This design comes from an exercise in tuning for small area on the open sky130 flow, not from production work. Function was checked by simulation only, so behaviour that the tests miss may differ from the original. The clock port is modelled as an ideal driver; clocking choices that lean on that would not hold on a real chip. Power is estimated from default activity; no workload was simulated.

## run A
// vga_core
module vga_core
(
  input  wire         reset,
  input  wire         color_3b,       
  input  wire         mode_bit,       
  input  wire         clk_dot,        
  input  wire  [31:0] random_num,     
  output wire  [23:0] vga_pixel_rgb,  
  output wire         vga_active,     
  output wire         vga_hsync,      
  output wire         vga_vsync       
);
  wire [10:0] h, hn;
  wire [9:0]  v, vn;
  wire        h_end, v_end, new_frame;
  vga_timing u0_vga_timing
  (
    .reset      ( reset      ),
    .clk_dot    ( clk_dot    ),
    .h          ( h          ),
    .v          ( v          ),
    .hn         ( hn         ),
    .vn         ( vn         ),
    .h_end      ( h_end      ),
    .v_end      ( v_end      ),
    .new_frame  ( new_frame  ),
    .vid_active ( vga_active ),
    .vga_hsync  ( vga_hsync  ),
    .vga_vsync  ( vga_vsync  )
  );
  reg          init;         
  reg          mode_p1;      
  reg          c3_p1;        
  reg          demo;         
  reg          first;        
  reg  [8:0]   line_d;       
  reg  [23:0]  bx;           
  reg  [23:0]  by;           
  reg          x_neg, y_neg;      
  reg  [9:0]   x_frac, y_frac;    
  reg  [2:0]   lock;         
  reg  [22:0]  demo_rgb;     
  reg          rgb_v, dir_v;   
  reg          pix_hit;      
  reg  [22:0]  pix_rgb;
  reg          pix_cv;       
  always @ ( posedge clk_dot or posedge reset ) begin
    if ( reset == 1 ) init <= 1'b1;
    else              init <= 1'b0;
  end
  wire start = init | ~mode_bit;    
  ...
For scale: ~800 cells after synthesis, roughly 170 flip-flops.
==> flow/config.mk <==
export PLATFORM = sky130hd
export DESIGN_NAME = vga_core
export DESIGN_NICKNAME = vga_core
export VERILOG_FILES = /design/flow/design.v
export SDC_FILE = /design/flow/constraint.sdc
export NUM_CORES = 4
export LEC_CHECK = 0
export CAP_MARGIN = 5
export CORE_MARGIN = 2
export CORE_UTILIZATION = 80
export SLEW_MARGIN = 5
==> flow/constraint.sdc <==
create_clock -name core_clock -period 10.0 [get_ports {clk_dot}]
set_input_delay 2.0000 -clock core_clock [delete_from_list [all_inputs] [get_ports {clk_dot}]]
set_output_delay 2.0000 -clock core_clock [all_outputs]
set_load 0.01 [all_outputs]
standard.sh (not shown) runs the stock make flow with config.mk's settings and CLKGATE_MAP_FILE= SYNTH_SCRIPT=/design/flow/synth_recipe.tcl, a recipe that flattens the netlist after the stock synthesis.
==> flow/flow/run.sh <==
#!/bin/bash
# Own flow: the standard layout (standard.sh, unchanged synthesis), with
# the smallest buffer on the ports and a clock tree of small buffers without
# dummy loads.  Each tool's output is in orfs/logs; make's own output is in
# flow_make.log here.
set -euo pipefail
CTS="-sink_clustering_enable -repair_clock_nets -sink_clustering_size 30 -sink_clustering_max_diameter 100 -buf_list {sky130_fd_sc_hd__clkbuf_8} -dont_use_dummy_load"
bash standard.sh "BUFFER_PORTS_ARGS=-buffer_cell sky130_fd_sc_hd__buf_1" "CTS_ARGS=$CTS" "POST_CTS_TCL=$PWD/flow/post_cts.tcl" finish > flow_make.log 2>&1
==> flow/flow/post_cts.tcl <==
# After CTS:
# 2. Downsize cells off the critical paths (power recovery, which here
#    means smaller cells), then repair slew and capacitance again and
#    legalise.
set_propagated_clock [all_clocks]
estimate_parasitics -placement
proc leaf_slew { inst } {
  set w 0
  set out [get_pins [get_full_name $inst]/X]
  foreach p [get_pins -of_objects [get_nets -of_objects $out] -filter "direction==input"] {
    foreach q {slew_max_rise slew_max_fall} {
      set v [get_property $p $q]
      if { $v > $w } { set w $v }
    }
  }
  return $w
}
set small [[ord::get_db] findMaster sky130_fd_sc_hd__clkbuf_4]
foreach inst [[ord::get_db_block] getInsts] {
  set big [$inst getMaster]
  if { [string match "clkbuf_*" [$inst getName]] && [$big getName] == "sky130_fd_sc_hd__clkbuf_8" } {
    set sinks [[$inst findITerm X] getNet]
    set leaf 1
    foreach it [$sinks getITerms] {
      if { [$it isOutputSignal] } { continue }
      if { ![[[$it getInst] getMaster] isSequential] } { set leaf 0 }
    }
    if { !$leaf } { continue }
    $inst swapMaster $small
    estimate_parasitics -placement
    set s [leaf_slew [get_cells [$inst getName]]]
    if { $s > 0.100 } {
      $inst swapMaster $big
      estimate_parasitics -placement
      puts "clock leaf [$inst getName]: kept clkbuf_8 ($s ns with clkbuf_4)"
    } else {
      puts "clock leaf [$inst getName]: clkbuf_4 ($s ns)"
    }
  }
}
repair_timing -recover_power 100 -match_cell_footprint
repair_design -match_cell_footprint
detailed_placement
check_placement -verbose
Modified inputs, run B compared to run A
==> flow/flow/post_cts.tcl <==
# After CTS: downsize cells off the critical paths (power recovery, which
# here means smaller cells), then repair slew and capacitance again and
# legalise.
estimate_parasitics -placement
repair_timing -recover_power 100 -match_cell_footprint
repair_design -match_cell_footprint
detailed_placement
check_placement -verbose
Notes after the runs:
- Compared run B against run A; combinational fraction of design power within noise.
- Run B ends up with lower clock period minus worst slack than run A does.
- Looking at amount of wire on met3 after detailed routing, run B sits about 4% below run A.
- Taking run A as the reference point, the share of total power in the clock network of run B rises by 1.2 points.
- Compare run A and run B | post-layout worst setup margin lower: run A
- In the tables for run A and run B, total net switching power reads higher with run B.
- Relative to run A, hold slack has gone up in run B.
- Power consumption deteriorates in run B relative to run A.
- In terms of post-route standard cell area excluding fillers, run B and run A differ only marginally.
- Reported for run A and run B, number of clock buffer instances in the layout turned out identical to the last digit.
## Diff of input files: run C against run B
Settings: swapping 80 for 85 in CORE_UTILIZATION; swapping 5 for 20 in CAP_MARGIN; swapping 5 for 20 in SLEW_MARGIN.
==> comparison <==
Run C ended with more via count of the first global-routing pass than run B.
The data required time at the worst endpoint was comparable across run C and run B.
Run C vs. run B: post-route met1 wirelength went up by 160 um.
Sort run C and run B by final critical-path required period asc -> top: run B
On power density over the cells, the higher figure sits with run C, not run B.
Run C against run B: number of standard cells in the final layout excluding fillers lower; post-route total power higher.
For run D, these inputs were changed with respect to run C:
Settings: CORE_UTILIZATION now 80, was 85.
==> flow/flow/post_cts.tcl <==
# After CTS:
# 2. Downsize cells off the critical paths (power recovery, which here
#    means smaller cells), then repair slew and capacitance again and
#    legalise.
set_propagated_clock [all_clocks]
estimate_parasitics -placement
proc leaf_slew { inst } {
  set w 0
  set out [get_pins [get_full_name $inst]/X]
  foreach p [get_pins -of_objects [get_nets -of_objects $out] -filter "direction==input"] {
    foreach q {slew_max_rise slew_max_fall} {
      set v [get_property $p $q]
      if { $v > $w } { set w $v }
    }
  }
  return $w
}
set small [[ord::get_db] findMaster sky130_fd_sc_hd__clkbuf_4]
foreach inst [[ord::get_db_block] getInsts] {
  set big [$inst getMaster]
  if { [string match "clkbuf_*" [$inst getName]] && [$big getName] == "sky130_fd_sc_hd__clkbuf_8" } {
    set sinks [[$inst findITerm X] getNet]
    set leaf 1
    foreach it [$sinks getITerms] {
      if { [$it isOutputSignal] } { continue }
      if { ![[[$it getInst] getMaster] isSequential] } { set leaf 0 }
    }
    if { !$leaf } { continue }
    $inst swapMaster $small
    estimate_parasitics -placement
    set s [leaf_slew [get_cells [$inst getName]]]
    if { $s > 0.100 } {
      $inst swapMaster $big
      estimate_parasitics -placement
      puts "clock leaf [$inst getName]: kept clkbuf_8 ($s ns with clkbuf_4)"
    } else {
      puts "clock leaf [$inst getName]: clkbuf_4 ($s ns)"
    }
  }
}
repair_timing -recover_power 100 -match_cell_footprint
repair_design -match_cell_footprint
detailed_placement
check_placement -verbose
### Flow results
- Diff run C and run D: total number of placement rows higher in run D
- Between run C and run D, the number of nets produced by synthesis figures differ only marginally.
- Comparing the two runs side by side, run D comes out ahead of run C on clock power.
- Run D vs run C — initial core utilization dropped 5.2 points.
- Internal power contribution on run D is ahead of run C.
- Layout filler cell count, run C and run D: smaller value in run C
### run D -> run E
==> flow/flow/post_cts.tcl <==
# After CTS: downsize cells off the critical paths (power recovery, which
# here means smaller cells), then repair slew and capacitance again and
# legalise.
estimate_parasitics -placement
repair_timing -recover_power 100 -match_cell_footprint
repair_design -match_cell_footprint
detailed_placement
check_placement -verbose
[summary]
Changes observed in run E relative to run D: shortest clock period the worst path allows after layout climbed 0.059 ns; final cell utilization of the core climbed 0.32 points; internal power of the cells climbed 21 uW; first-pass GRT wire length barely changed; wire length after detailed routing climbed 67 um.
Compared with run D, run E has less setup slack.

==> separate check: timing with driven ports <==
Ports are ideal in the flow. The routed layouts listed here were re-timed in OpenROAD. Step 1, drivers: a clkbuf_16 drives clk_dot and a buf_2 each remaining input, both assumed. Step 2 moves the port delays by t, midway between the first and last clock arrival at a register: inputs arrive t later, outputs are due t later. That takes back most of the time a late clock gives input paths. Three values: ideal ports, drivers, drivers and shift; two values: the first two.
run	shift t [ns]	setup slack, ns	hold WS [ns]	latest minus earliest clock arrival (ns)	cell pins on the clock port's net
run A	0.497	5.054 / 5.054 / 5.054	0.391 / 0.391 / 0.391	0.031 / 0.031	1
run B	0.495	5.089 / 5.089 / 5.089	0.409 / 0.409 / 0.409	0.028 / 0.028	1
run C	0.508	4.890 / 4.890 / 4.890	0.403 / 0.403 / 0.403	0.038 / 0.038	1
run D	0.487	5.085 / 5.085 / 5.085	0.409 / 0.409 / 0.409	0.033 / 0.033	1
run E	0.495	5.026 / 5.026 / 5.026	0.413 / 0.413 / 0.413	0.030 / 0.029	1
After both steps every run listed still meets setup and hold.
